This is an optimization exercise on Yosys and OpenROAD, whose aim is small area, not a production implementation. In this exercise RTL edits were held to simulation tests only and were not proved equivalent to the original.

<file path="config.mk">
export PLATFORM = sky130hd
export DESIGN_NAME = rgb_to_ycrcb
export DESIGN_NICKNAME = rgb_to_ycrcb
export VERILOG_FILES = /design/flow/design.v
export SDC_FILE = /design/flow/constraint.sdc
export NUM_CORES = 4
export LEC_CHECK = 0
export CAP_MARGIN = 20
export CORE_MARGIN = 2
export CORE_UTILIZATION = 40
export SLEW_MARGIN = 20
</file>
<file path="constraint.sdc">
create_clock -name core_clock -period 5.0 [get_ports {clk}]
set_input_delay 1.0000 -clock core_clock [delete_from_list [all_inputs] [get_ports {clk}]]
set_output_delay 1.0000 -clock core_clock [all_outputs]
set_load 0.01 [all_outputs]
</file>
<file path="design.v">
module rgb_to_ycrcb(input clk,
	input [7:0] r,   
	input [7:0] g,   
	input [7:0] b,   
	output reg [7:0] y,   
	output reg [7:0] cr,   
	output reg [7:0] cb);   
	wire [7:0] const_y_r = 8'h4c;   
	wire [7:0] const_y_g = 8'h96;   
	wire [7:0] const_y_b = 8'h24;   
	wire signed [8:0] const_cr_scale = 9'h0b6;   
	wire signed [8:0] const_cb_scale = 8'h090;   
	reg [15:0] y_product_r, y_product_g, y_product_b;
	always @(posedge clk) begin
		y_product_r <= r * const_y_r;
		y_product_g <= g * const_y_g;
		y_product_b <= b * const_y_b;
	end
	wire signed [16:0] y_signed = y_product_r + y_product_g + y_product_b;
	reg signed [16:0] r_sub_y, b_sub_y;
	reg [8:0] y_buffer;
	reg [7:0] r_delay, b_delay;
	always @(posedge clk) begin
		r_delay <= r;
		b_delay <= b;
	end
	always @(posedge clk) begin
		y_buffer <= y_signed[16:8];
		r_sub_y <= {1'b0, r_delay, {8{1'b0}}} - y_signed;
		b_sub_y <= {1'b0, b_delay, {8{1'b0}}} - y_signed;
	end
	wire signed [24:0] cr_product =  r_sub_y * const_cr_scale + (128 << 16);
	wire signed [24:0] cb_product =  b_sub_y * const_cb_scale + (128 << 16);
	always @(posedge clk) begin
		cr <= cr_product[23:16];
		cb <= cb_product[23:16];
		if(y_buffer > 255) begin
			y <= 255;
		end else begin
			y <= y_buffer[7:0];
		end
	end
endmodule
</file>
<file path="run.sh">
#!/bin/bash
# synth_recipe.tcl (not shown) runs the flow's synth.tcl, then flattens the netlist and writes it again
# the make line also repeats each setting of config.mk as NAME=value (left out here)
make -C /OpenROAD-flow-scripts/flow DESIGN_CONFIG=/design/flow/config.mk WORK_HOME=/design/flow/orfs CLKGATE_MAP_FILE= SYNTH_SCRIPT=/design/flow/synth_recipe.tcl finish
</file>
==> impl_metrics.yaml <==
synth:
  ys_seq_elements: 110
  synth-seq-area-share_pct: 25.5
  syn_inst: 852
  synth_cell_types: 65
  synth_fa_ha_area_share_pct: 40.5
  yosysTopAreaCell: "dfxtp_1"
  yosysWarnings: 1
  synth_mux_area_share_pct: 0
  synth_nets: 1115
  syn_avg_cell_area_um2: 10.1
  synth_compound_area_share_pct: 10.5
  synth-main-ff-cell: "dfxtp_1"
  yosys.area.top_type_share_pct: 25.5
  synth-simple-area-share_pct: 8.05
  synth_top_family_by_area: "adder cells"
  synth_area_um2: 8630
  synthXorXnorAreaFrac_pct: 7.80
  synth_async_sr_flop_share_pct: 0
  synth_area_leaders: "dfxtp_1 26%, ha_1 25%, fa_1 15%, inv_1 7.0%, xnor2_1 5.6%"
  synth-edff-count: 0
sta:
  worst_slew_pin_slew_ps: 616
  fin_crit_sh_pct: 89.2
  rsz0062_at_grt: "no"
  tns_ps: 0
  hold_violations: 0
  min_period_ps: 4460
  timing.fmax_mhz: 224
  finalClockSkew_ps: 6.67
  slew_violations: 0
  final.setup.worst_slack_ps: 540
  finalSetupViolCount: 0
  max-slew-margin-rel_pct: 58.6
worst_setup_path:
  critPathArrivalTime_ps: 4700
  critical_path_required_ps: 5240
  cp_cell_sequence: "ha_1 > fa_1 > fa_1 > inv_1 > fa_1 > inv_1 > ha_1 > nor4_1 > o21ai_0 > a41oi_1 > o21ai_0 > a41oi_1 > o21ai_0 > nor4_1 > nor3_1 > xnor2_1"
  cp-start-kind: "flip-flop"
  worst-path-buf-inv: 2
  slowest_delay_ps: 530
  cp-end-kind: "flip-flop"
  slowest_stage: "dfxtp_1"
  path_class: "flip-flop to flip-flop"
  path_max_fanout: 7
  crit_family: "adder cells"
clock_network:
  cts_root_buffer: "clkbuf_16"
  postCtsSetupBuffers: 0
  cts_buffers: 9
  clk_transition_reported_paths_ps: 70
  clk_path_buf_depth: 2
  clock_latency_ps: 350
  cts_max_level: 3
  cts_tree: "done"
  post_cts_resized: 0
  cts_hold_buf: 0
  clock_sinks: 110
routing:
  drt_iter0_markers: 194
  vias: 5653
  post_drt_wl_per_cell_um: 13.1
  drtPass1Iterations: 4
  viasPerCell: 4.76
  drc: 0
  wl_um: 15600
  drt.antenna.violating_nets: 0
global_route:
  grt_pass1_vias: 5879
  grt_pass1_wl_um: 26800
  antenna_found_initial: 0
  grtUsageTotal_pct: 14.9
  grt_max_degree: 17
  overflow: 0
cells_and_area:
  diodes: 0
  drive_above_1_share_pct: 5.59
  nets: 1173
  num-fill-cells: 2023
  area_growth_syn_to_layout_pct: 12.8
  fin_util_pct: 46.2
place:
  gp_congestion: 0.777
  place_ws_ps: 371
  portBuffers: 48
  hpwl_um: 13700
die:
  die_x_um: 151
  io_pins: 49
  rows: 53
  chipHeight_um: 151
  core-area_um2: 21100
  initial_utilization_pct: 40.9
  die_area_um2: 22800
job:
  maxCapViolCount: 0
hold_path:
  hold_path.class: "flip-flop to flip-flop"
status:
  status: "complete, no violations"
[final timing paths]
check	start	endpoint	slack [ps]	cells after the start
worst min register to register	y_product_g[1]	b_sub_y[1]	400	0
worst max-delay path	b_sub_y[7]	cr[7]	540	16
worst min-delay path	y_product_g[1]	b_sub_y[1]	400	0
worst max register to register	b_sub_y[7]	cr[7]	540	16
[per-stage QoR]
step,cell area (um2),std cells,hold slack [ps]
2_1_floorplan,8630,852,351
3_3_place_gp,9440,1174,392
3_5_place_dp,9440,1174,393
4_1_cts,9730,1188,408
5_1_grt,9730,1188,417
6_report,9730,1188,403
[layout by cell type (no fill, tap or decap), types with 16 or more instances in the layout]
cell	netlist	final
a21oi_1	40	40
clkdlybuf4s50_1	0	48
dfxtp_1	110	110
fa_1	65	65
ha_1	173	173
inv_1	161	161
nand2_1	17	17
nor2_1	35	35
o21ai_0	16	16
xnor2_1	55	55
xor2_1	20	20
[registers in the layout (all words and copies together), names as in the netlist]
signal and count:
y 8, b_sub_y 16, b_delay 8, cr 8, cb 8, r_delay 8
y_buffer 9, y_product_r 12, y_product_g 15, r_sub_y 9, y_product_b 9
[cell type report]
| cell class | instances | area [um2] | share of cell area (%) |
|---|---|---|---|
| Multi-Input combinational cell | 576 | 5780 | 59.3 |
| Sequential cell | 110 | 2200 | 22.6 |
| Inverter | 162 | 613 | 6.30 |
| Timing Repair Buffer | 51 | 503 | 5.17 |
| Tap cell | 275 | 344 | 3.53 |
| Clock buffer | 11 | 253 | 2.60 |
| Clock inverter | 3 | 43.8 | 0.450 |
[cells by family after synthesis]
kind of cell,Yosys count
DFF,110
xor gates and xnor gates,76
AOI/OAI and AO/OA,129
adders and majority gates,241
and+or+nand+nor,130
buffers and inverters,166
[metal layers]
layer / up-vias / track usage (%) / share of wire [%] / wire (um)
li1: 2938 / - / - / -
met2: 67 / 28.0 / 51 / 7910
met5: - / 0 / 0 / 0
met4: 0 / 3.27 / 1.2 / 186
met3: 10 / 3.22 / 2.9 / 458
met1: 2638 / 17.3 / 45 / 7070
[worst register-to-register path: cells and delay by family (launching register included)]
family	cells	cell delay (ps)
flip-flops	1	530
AND/OR/NAND/NOR	3	610
AO/OA/AOI/OAI	5	1120
XOR/XNOR	1	120
buffers and inverters	2	90
adder cells (fa/ha/maj)	5	1890
[cell usage after synthesis, types with 3 or more instances]
library cell	n
o31ai_1	4
a41o_1	3
and3_1	9
a21o_1	12
xnor2_1	55
nand2_1	17
or2_2	12
o21a_1	6
fa_1	65
ha_1	173
o22ai_1	3
nand3_1	6
dfxtp_1	110
nor3_1	13
nand4_1	3
nand2b_1	6
buf_6	3
xor2_1	20
inv_1	161
nor2_1	35
o21bai_1	11
nor2b_1	4
o21ai_0	16
a211o_1	3
and2_1	5
nor4_1	4
a21oi_1	40
a31oi_1	5

[re-timing with driven ports]
The results above use ideal ports. As a check the final layout listed here was re-extracted and re-timed, cells and wires unchanged.
Step 1: set_driving_cell puts a clkbuf_16 on clk and a buf_2 on each other input, an assumption about the parent block.
Step 2 also shifts input and output timing later by t, the mid clock arrival at the registers, as if the neighbouring blocks saw the same clock.
Three values: ideal ports, drivers, drivers and shift; two values: the first two.
t (ns): 0.393
slack for setup (ns): 0.540 / 0.540 / 0.394
latest minus earliest clock arrival (ns): 0.008 / 0.008
After both steps this run still meets setup and hold. The setup slack of this run moves by 0.000 ns with the drivers and by -0.146 ns with both steps.
